Source: an optimization exercise on an open RTL-to-GDS flow (aim: small area). Production flows keep margins and buffers that such runs may drop. In this exercise RTL edits were held to simulation tests only and were not proved equivalent to the original. Power and IR drop assume default switching activity.

[design/flow/design.v]
`timescale 1ns / 1ps
module clk_div(
    input CLKIN,
    input RST,
    input [3:0] BAUD,
    output CLKOUT
    );
    parameter B300    = 19'b1010001011000010100;
    parameter B600    = 19'b0101000101100001010;
    parameter B1200   = 19'b0010100010110000100;
    parameter B2400   = 19'b0001010001011000010;
    parameter B4800   = 19'b0000101000101100000;
    parameter B9600   = 19'b0000010100010110000;
    parameter B19200  = 19'b0000001010001010111;
    parameter B38400  = 19'b0000000101000101011;
    parameter B57600  = 19'b0000000011011000111;
    parameter B115200 = 19'b0000000001101100011; 
    reg [19:0] clk_cntr;
    reg [19:0] baud_rate;
    always @ (*) begin
      if(RST == 1'b1) begin
        baud_rate = B9600;
      end
      else begin
        case(BAUD)
          4'h0    : baud_rate = B300;
          4'h1    : baud_rate = B600;
          4'h2    : baud_rate = B1200;
          4'h3    : baud_rate = B2400;
          4'h4    : baud_rate = B4800;
          4'h5    : baud_rate = B9600;
          4'h6    : baud_rate = B19200;
          4'h7    : baud_rate = B38400;
          4'h8    : baud_rate = B57600;
          4'h9    : baud_rate = B115200;
          default : baud_rate = B9600;
        endcase   
      end
    end
    always @ (posedge CLKIN) begin
      if(RST == 1'b1) begin
        clk_cntr <= 0;
      end
      else if(clk_cntr == baud_rate) begin
        clk_cntr <= 0;
      end
      else begin
        clk_cntr <= clk_cntr + 1'b1;
      end
    end
   assign CLKOUT = (RST == 1'b0) && (clk_cntr == baud_rate);
endmodule
`timescale 1ns / 1ps
module memory (
  input                       CLK,
  input                       WREN,
  input   [ADDRWIDTH - 1 : 0] WRADDR,
  input   [DATAWIDTH - 1 : 0] WRDATA,
  input   [ADDRWIDTH - 1 : 0] RDADDR,
  output  [DATAWIDTH - 1 : 0] RDDATA                
);
  parameter DATAWIDTH = 8;
  parameter ADDRWIDTH = 3;
  parameter MEMSIZE   = 8;
  reg [DATAWIDTH - 1 : 0] mem [MEMSIZE - 1 : 0];
  always @ (posedge CLK) begin
    if(WREN == 1'b1) begin
      mem[WRADDR] <= WRDATA;
    end
  end
  assign RDDATA = mem[RDADDR];
endmodule
`timescale 1ns / 1ps
module circular_buff(
  input                       CLK,
  input                       RST,
  input                       WRITE,
  input   [DATAWIDTH - 1 : 0] WRDATA,
  input                       READ,
  output  [DATAWIDTH - 1 : 0] RDDATA,
  output                      ISFULL,
  output                      ISEMPTY
);
  parameter DATAWIDTH = 8;
  parameter BUFFSIZE  = 8;
  parameter PTRSIZE   = 3;
  reg [PTRSIZE : 0] buff_count;
  reg [PTRSIZE - 1 : 0] wrptr;
  reg [PTRSIZE - 1 : 0] rdptr;
  wire wren;
  memory mem(
              .CLK(CLK),
              .WREN(wren),
              .WRADDR(wrptr),
              .WRDATA(WRDATA),
              .RDADDR(rdptr),
              .RDDATA(RDDATA)
            );
  assign wren = (RST == 1'b0) && (WRITE == 1'b1) &&
                ((buff_count < BUFFSIZE) || (READ == 1'b1));
  always @ (posedge CLK) begin
    if(RST == 1'b1) begin
      wrptr <= 0;
      rdptr <= 0;
      buff_count <= 0;
    end
    else begin
      case({READ, WRITE})
        'b01: begin
          if(buff_count < BUFFSIZE) begin
            wrptr <= wrptr + 1'b1;
            buff_count <= buff_count + 1'b1;
          end
        end
        'b10: begin
          if(buff_count > 0) begin
            rdptr <= rdptr + 1'b1;
            buff_count <= buff_count - 1'b1;
          end
        end
        'b11: begin
          if(buff_count == 0) begin
            wrptr <= wrptr + 1'b1;
            buff_count <= buff_count + 1'b1;
          end
          else begin
            wrptr <= wrptr + 1'b1;
            rdptr <= rdptr + 1'b1;
          end
        end
        default: begin
        end
      endcase
    end
  end
  assign ISEMPTY = (buff_count == 'b0) ? 1'b1 : 1'b0;
  assign ISFULL = (buff_count == BUFFSIZE) ? 1'b1 : 1'b0;
endmodule
`timescale 1ns / 1ps
module uart_tx(
  input                       CLK,
  input                       TICK,
  input                       RST,
  input                       EN,
  input   [DATAWIDTH - 1 : 0] DATA,
  input                       DATARDY,
  output                      READ,
  output                      TX
);
  parameter DATAWIDTH = 8;
  parameter IDLE      = 2'h0;
  parameter BIT_TX    = 2'h2;
  parameter STOP      = 2'h3;
  reg                     tx_reg;
  reg [DATAWIDTH - 1 : 0] data_reg;
  reg [1:0]               curr_state;
  reg [2:0]               bit_cnt;
  assign READ = (RST == 1'b0) && (TICK == 1'b1) && (curr_state == IDLE) &&
                (EN == 1'b1) && (DATARDY == 1'b1);
  always @ (posedge CLK) begin
    if(RST == 1) begin
      tx_reg <= 1;
      curr_state <= IDLE;
      bit_cnt <= 3'h0;
      data_reg <= 0;
    end
    else if(TICK == 1'b1) begin
      case(curr_state)
        IDLE: begin
          tx_reg <= 1'b1;
          bit_cnt <= 3'h0;
          if((EN == 1'b1) && (DATARDY == 1'b1)) begin
            data_reg <= DATA;
            tx_reg <= 1'b0;
            curr_state <= BIT_TX;
          end
        end
        BIT_TX: begin
          tx_reg <= data_reg[bit_cnt];
          if(bit_cnt == 3'h7) begin
            bit_cnt <= 3'h0;
            curr_state <= STOP;
          end
          else begin
            bit_cnt <= bit_cnt + 1'b1;
          end
        end
        STOP: begin
          tx_reg <= 1'b1;
          curr_state <= IDLE;
        end
        default: begin
          tx_reg <= 1'b1;
          curr_state <= IDLE;
        end
      endcase
    end
  end
  assign TX = tx_reg;
endmodule
`timescale 1ns / 1ps
module uart_rx(
  input                       CLK,
  input                       TICK,
  input                       RST,
  input                       EN,
  input                       RX,
  input                       ISFULL,
  output                      WRITE,
  output  [DATAWIDTH - 1 : 0] DATA
);
  parameter DATAWIDTH = 8;
  parameter IDLE      = 2'h0;
  parameter BIT_RX    = 2'h2;
  parameter STOP      = 2'h3;
  reg [DATAWIDTH - 1 : 0] data_reg;
  reg [1:0]               curr_state;
  reg [2:0]               bit_cnt;
  assign WRITE = (RST == 1'b0) && (TICK == 1'b1) && (curr_state == STOP);
  always @ (posedge CLK) begin
    if(RST == 1) begin
      curr_state  <=  IDLE;
      data_reg    <=  8'h0;
      bit_cnt     <=  3'h0;
    end
    else if(TICK == 1'b1) begin
      case(curr_state)
        IDLE: begin
          bit_cnt <= 3'h0;
          if((EN == 1'b1) && (RX == 1'b0) && (ISFULL == 1'b0)) begin
            curr_state <= BIT_RX;
          end
        end
        BIT_RX: begin
          data_reg[bit_cnt] <= RX;
          if(bit_cnt == 3'h7) begin
            bit_cnt <= 3'h0;
            curr_state <= STOP;
          end
          else begin
            bit_cnt <= bit_cnt + 1'b1;
          end
        end
        STOP: begin
          bit_cnt <= 3'h0;
          curr_state <= IDLE;
        end
        default: begin
          bit_cnt <= 3'h0;
          curr_state <= IDLE;
        end
      endcase
    end
  end
  assign DATA = data_reg;
endmodule
`timescale 1ns / 1ps
module uart_ctrl(
    input CLK,
    input RST,
    input EN,
    input [3:0] BAUD,
    input TXEN,
    input RXEN,
    output TX,
    input RX,
    input WRITE,
    input [7:0] WRDATA,
    output ISFULL,
    input READ,
    output [7:0] RDDATA,
    output DATARDY
    );
    wire uart_tick;
    wire uart_tx_read;
    wire [7:0] uart_tx_data;
    wire uart_tx_datardy;
    wire uart_tx_empty;
    wire uart_rx_write;
    wire [7:0] uart_rx_data;
    wire uart_rx_full;
    wire uart_rx_empty;
    wire tx_en;
    wire rx_en;
    clk_div clk_div_inst(
      .CLKIN(CLK),
      .RST(RST),
      .BAUD(BAUD),
      .CLKOUT(uart_tick)
    );
    circular_buff buff_tx(
      .CLK(CLK),
      .RST(RST),
      .WRITE(WRITE),
      .WRDATA(WRDATA),
      .READ(uart_tx_read),
      .RDDATA(uart_tx_data),
      .ISFULL(ISFULL),
      .ISEMPTY(uart_tx_empty)
    );
    assign uart_tx_datardy = ~uart_tx_empty;
    circular_buff buff_rx(
      .CLK(CLK),
      .RST(RST),
      .WRITE(uart_rx_write),
      .WRDATA(uart_rx_data),
      .READ(READ),
      .RDDATA(RDDATA),
      .ISFULL(uart_rx_full),
      .ISEMPTY(uart_rx_empty)
    );
    assign DATARDY = ~uart_rx_empty;
    uart_tx tx(
      .CLK(CLK),
      .TICK(uart_tick),
      .RST(RST),
      .EN(tx_en),
      .DATA(uart_tx_data),
      .DATARDY(uart_tx_datardy),
      .READ(uart_tx_read),
      .TX(TX)
    );
    uart_rx rx(
      .CLK(CLK),
      .TICK(uart_tick),
      .RST(RST),
      .EN(rx_en),
      .RX(RX),
      .ISFULL(uart_rx_full),
      .WRITE(uart_rx_write),
      .DATA(uart_rx_data)
    );
    assign tx_en = EN ? TXEN ? 1'b1 : 1'b0 : 1'b0;
    assign rx_en = EN ? RXEN ? 1'b1 : 1'b0 : 1'b0;
endmodule
[design/flow/run.sh]
#!/bin/bash
# synth_recipe.tcl (not shown) runs the flow's synth.tcl, then flattens the netlist and writes it again
# the make line also repeats each setting of config.mk as NAME=value (left out here)
make -C /OpenROAD-flow-scripts/flow DESIGN_CONFIG=/design/flow/config.mk WORK_HOME=/design/flow/orfs CLKGATE_MAP_FILE= SYNTH_SCRIPT=/design/flow/synth_recipe.tcl finish
[design/flow/config.mk]
export PLATFORM = sky130hd
export DESIGN_NAME = uart_ctrl
export DESIGN_NICKNAME = uart_ctrl
export VERILOG_FILES = /design/flow/design.v
export SDC_FILE = /design/flow/constraint.sdc
export NUM_CORES = 4
export LEC_CHECK = 0
export CAP_MARGIN = 20
export CORE_MARGIN = 2
export CORE_UTILIZATION = 40
export SLEW_MARGIN = 20
[design/flow/constraint.sdc]
create_clock -name core_clock -period 10.0 [get_ports {CLK}]
set_input_delay 2.0000 -clock core_clock [delete_from_list [all_inputs] [get_ports {CLK}]]
set_output_delay 2.0000 -clock core_clock [all_outputs]
set_load 0.01 [all_outputs]
==> run summary <==
[worst max path at each step]
stage                 start                     to  slack, ns  cells after the start
floorplan           BAUD[1]  buff_tx.mem.mem[5][0]       3.74                     12
global placement    BAUD[1]  buff_tx.mem.mem[4][0]       2.97                     11
detailed placement  BAUD[0]  buff_tx.mem.mem[4][0]       2.88                     11
CTS                 BAUD[1]  buff_tx.mem.mem[4][2]       3.32                     11
global route        BAUD[1]  buff_tx.mem.mem[2][3]       3.02                     11
finish              BAUD[0]  buff_tx.mem.mem[2][3]       3.49                     11
[tightest hold or removal path, stage by stage, from the launching register on]
cell and delay, ns:
dfxtp_1 0.33, mux2i_1 0.07, nor2_1 0.07
[final cells by class]
class | instances | area share (%)
Clock buffer | 18 | 4.137
Inverter | 23 | 0.8321
Sequential cell | 198 | 50.57
Timing Repair Buffer | 39 | 3.497
Multi-Input combinational cell | 462 | 35.89
Clock inverter | 14 | 1.640
Tap cell | 285 | 3.437
[layout by cell type, fill, tap and decap left out, types with 4 or more instances in the layout]
master           instances
edfxtp_1               128
dfxtp_1                 69
nor2_1                  65
nand2_1                 47
mux4_2                  34
clkdlybuf4s50_1         29
mux2_2                  26
xnor2_1                 24
mux2i_1                 23
ha_1                    23
inv_1                   22
a21oi_1                 21
nand3_1                 20
o21ai_0                 19
clkbuf_16               17
nor3_1                  14
and3_1                  12
o211ai_1                11
xor2_1                  10
nand4_1                 10
nand2b_1                 9
buf_4                    9
or3_1                    8
nor2b_1                  8
and2_1                   8
o21a_1                   5
inv_8                    5
a211oi_1                 4
or4_1                    4
nand3b_1                 4
nor4_1                   4
[power breakdown]
part	total (mW)	switching [mW]	internal [mW]	leakage (nW)
Combinational	0.155	0.0774	0.0778	1.45
Clock	0.685	0.343	0.342	0.286
Sequential	0.908	0.0277	0.880	1.77
[layer usage]
metal	track usage, %	part of all wire [%]
met5	0	0
met1	21.23	47
met2	26.32	49
met4	3.626	0.84
met3	3.250	3.0
[metrics by stage]
step           power (mW)  hold WS, ns
4_1_cts             1.770       0.5038
3_3_place_gp        1.078       0.4707
3_5_place_dp        1.084       0.4850
5_1_grt             1.824       0.5278
2_1_floorplan       1.035       0.4419
6_report            1.748       0.5000
[logic make-up (layout without fill, tap and decap cells)]
family	Yosys count	in the layout	synth area share, %
compound gates	87	87	6.339
fa+ha+maj	25	25	3.556
flops	198	198	56.90
xor+xnor	34	34	3.231
simple gates	233	233	12.90
mux	83	83	13.98
buf+inv	68	94	3.095
==> qor.txt <==
Yosys reg bits: 198
CP Buf/Inv Count: 2
routability cong.: 0.8452
Crit. End Element: register
largest net degree at the start of global routing: 62
die width: 155.8 um
Rows: 55
# hold bufs at CTS: 0
VDD IR max: 0.09545 mV
Slew Viols, Final: 0
Hold/Removal Path Class: register to register
FF-to-FF Start: clk_div_inst.clk_cntr[17]
Area after DPL: 0.009769 sq mm
hold worst-path end: tx.data_reg[1]
Root Buffer Master: clkbuf_16
kind of cell adding the most delay to the critical path: simple AND/OR/NAND/NOR gates
Worst Clk Skew: 0.01450 ns
initial antenna violation count: 0
DR pass1 iterations: 6
vias in the first global route: 5,606
first-pass GRT wire length: 29,820 um
layout cells sized above 1: 16.05%
most used flip-flop cell after synthesis: edfxtp_1
R2R Path End: buff_tx.mem.mem[2][3]
drt drc: 0
Post-synth EDFFs: 128
Core ar.: 0.02264 sq mm
max incr delay on CP: 0.78 ns
Reg2Reg Setup Slack: 5.93 ns
multi-input logic area: 0.003724 sq mm
post-layout util: 45.82%
Final Hold Viols: 0
Reg2Reg Depth: 8
P&R area growth vs syn: 12.56%
Peak Freq: 0.1535 GHz
RSZ-0062 raised after global routing: false
Initial Util: 40.71%
CTS tree: built
final global-route overflow total: 0
leakage power: 3.510 nW
Arr. time, crit path: 6.57 ns
CTS resizes: 0
Layout Nets: 786
IO Count: 31
synth cell count leaders: edfxtp_1, dfxtp_1, nor2_1, nand2_1, mux4_2
postcts setup bufs: 0
n_diodes: 0
initial drt markers: 374
largest cells by area after synthesis: edfxtp_1, dfxtp_1, mux4_2, mux2_2, ha_1
DP HPWL: 12,350 um
final WL: 18,300 um
synthesized area: 0.009218 sq mm
htree depth: 4
Final Instance Area: 0.01038 sq mm
WL/cell: 17.62 um
CP most frequent cell: and3_1
status: no timing/DRC/antenna violations
most common cell in the netlist: edfxtp_1
Die Area: 0.02427 sq mm
pwr/cell area: 168.5 mW/mm^2
CP Max Fanout: 13
post-synth top area share: 41.70%
Mapped Cells: 728
worst hold stages: 2
PnR worst setup slack: 3.487 ns
Final Cycle Share: 65.13%
Sequential Area: 0.005246 sq mm
Synthesis Warnings: 5
clock sink total: 198
Syn Area/Cell: 12.66 sq um
worst min-delay path startpoint: tx.data_reg[1]
Cells after DPL: 1,007
Overall Global Routing Usage: 15.75%
Slowest-stage cell, CP: nor2_1
Seq/Total Area, Yosys: 56.90%
WP data required: 10.06 ns
via/cell ratio: 5.451
Slew HR: 28.64%
fill count: 1,985
Post-Synthesis Net Count: 773
CP Cell Sequence: clkdlybuf4s50_1 -> inv_1 -> ha_1 -> nand2b_1 -> a22o_1 -> and3_1 -> a211o_1 -> nor4_2 -> and3_1 -> o21ai_0 -> nor2_1
Startpoint Class: primary input
total number of vias: 5,664
maxcap violations: 0
final setup fails: 0
die height: 155.8 um
Clock Latency Late Sink: 0.43 ns
Setup TNS: 0 ns
critical path class: primary input to register
FFs w/ async S/R, synth: 0%
Place WS: 2.877 ns
CTS Buf Count: 17
Post-DRT Antenna Nets: 0
clock-pin slew on the worst setup and hold paths: 0.07 ns
final cell count without fillers: 1,039
post-synth cell types: 64
Worst-Margin Slew: 1.067 ns
cell taking the most area after synthesis: edfxtp_1
minimum clock period: 6.513 ns
I/O Buffers: 30
CTS Buffer Depth: 2
Largest regs: buff_rx.mem.mem x64, buff_tx.mem.mem x64, clk_div_inst.clk_cntr x20

re-timing with driven ports:
The results above use ideal ports. As a check the final layout listed here was re-extracted and re-timed, cells and wires unchanged. Step 1 sets driving cells, clkbuf_16 on the clock port and buf_2 on the other inputs (assumed; they add their load-dependent delay and slew). Step 2 adds t to the input delays and takes it off the output delays; t is the mean of the earliest and latest rising clock arrival at the registers after step 1. Input paths then give back, and output paths get back, about the clock's delay inside the block. Slacks: ideal / step 1 / step 2; pairs: ideal / step 1.
t (ns): 0.472
slack for setup (ns): 3.487 / 3.503 / 3.032
hold WS [ns]: 0.500 / 0.500 / 0.500
worst register clock-pin slew, ns: 0.08 / 0.08
After both steps this run still meets setup and hold. The setup slack of this run moves by +0.016 ns with the drivers and by -0.455 ns with both steps.
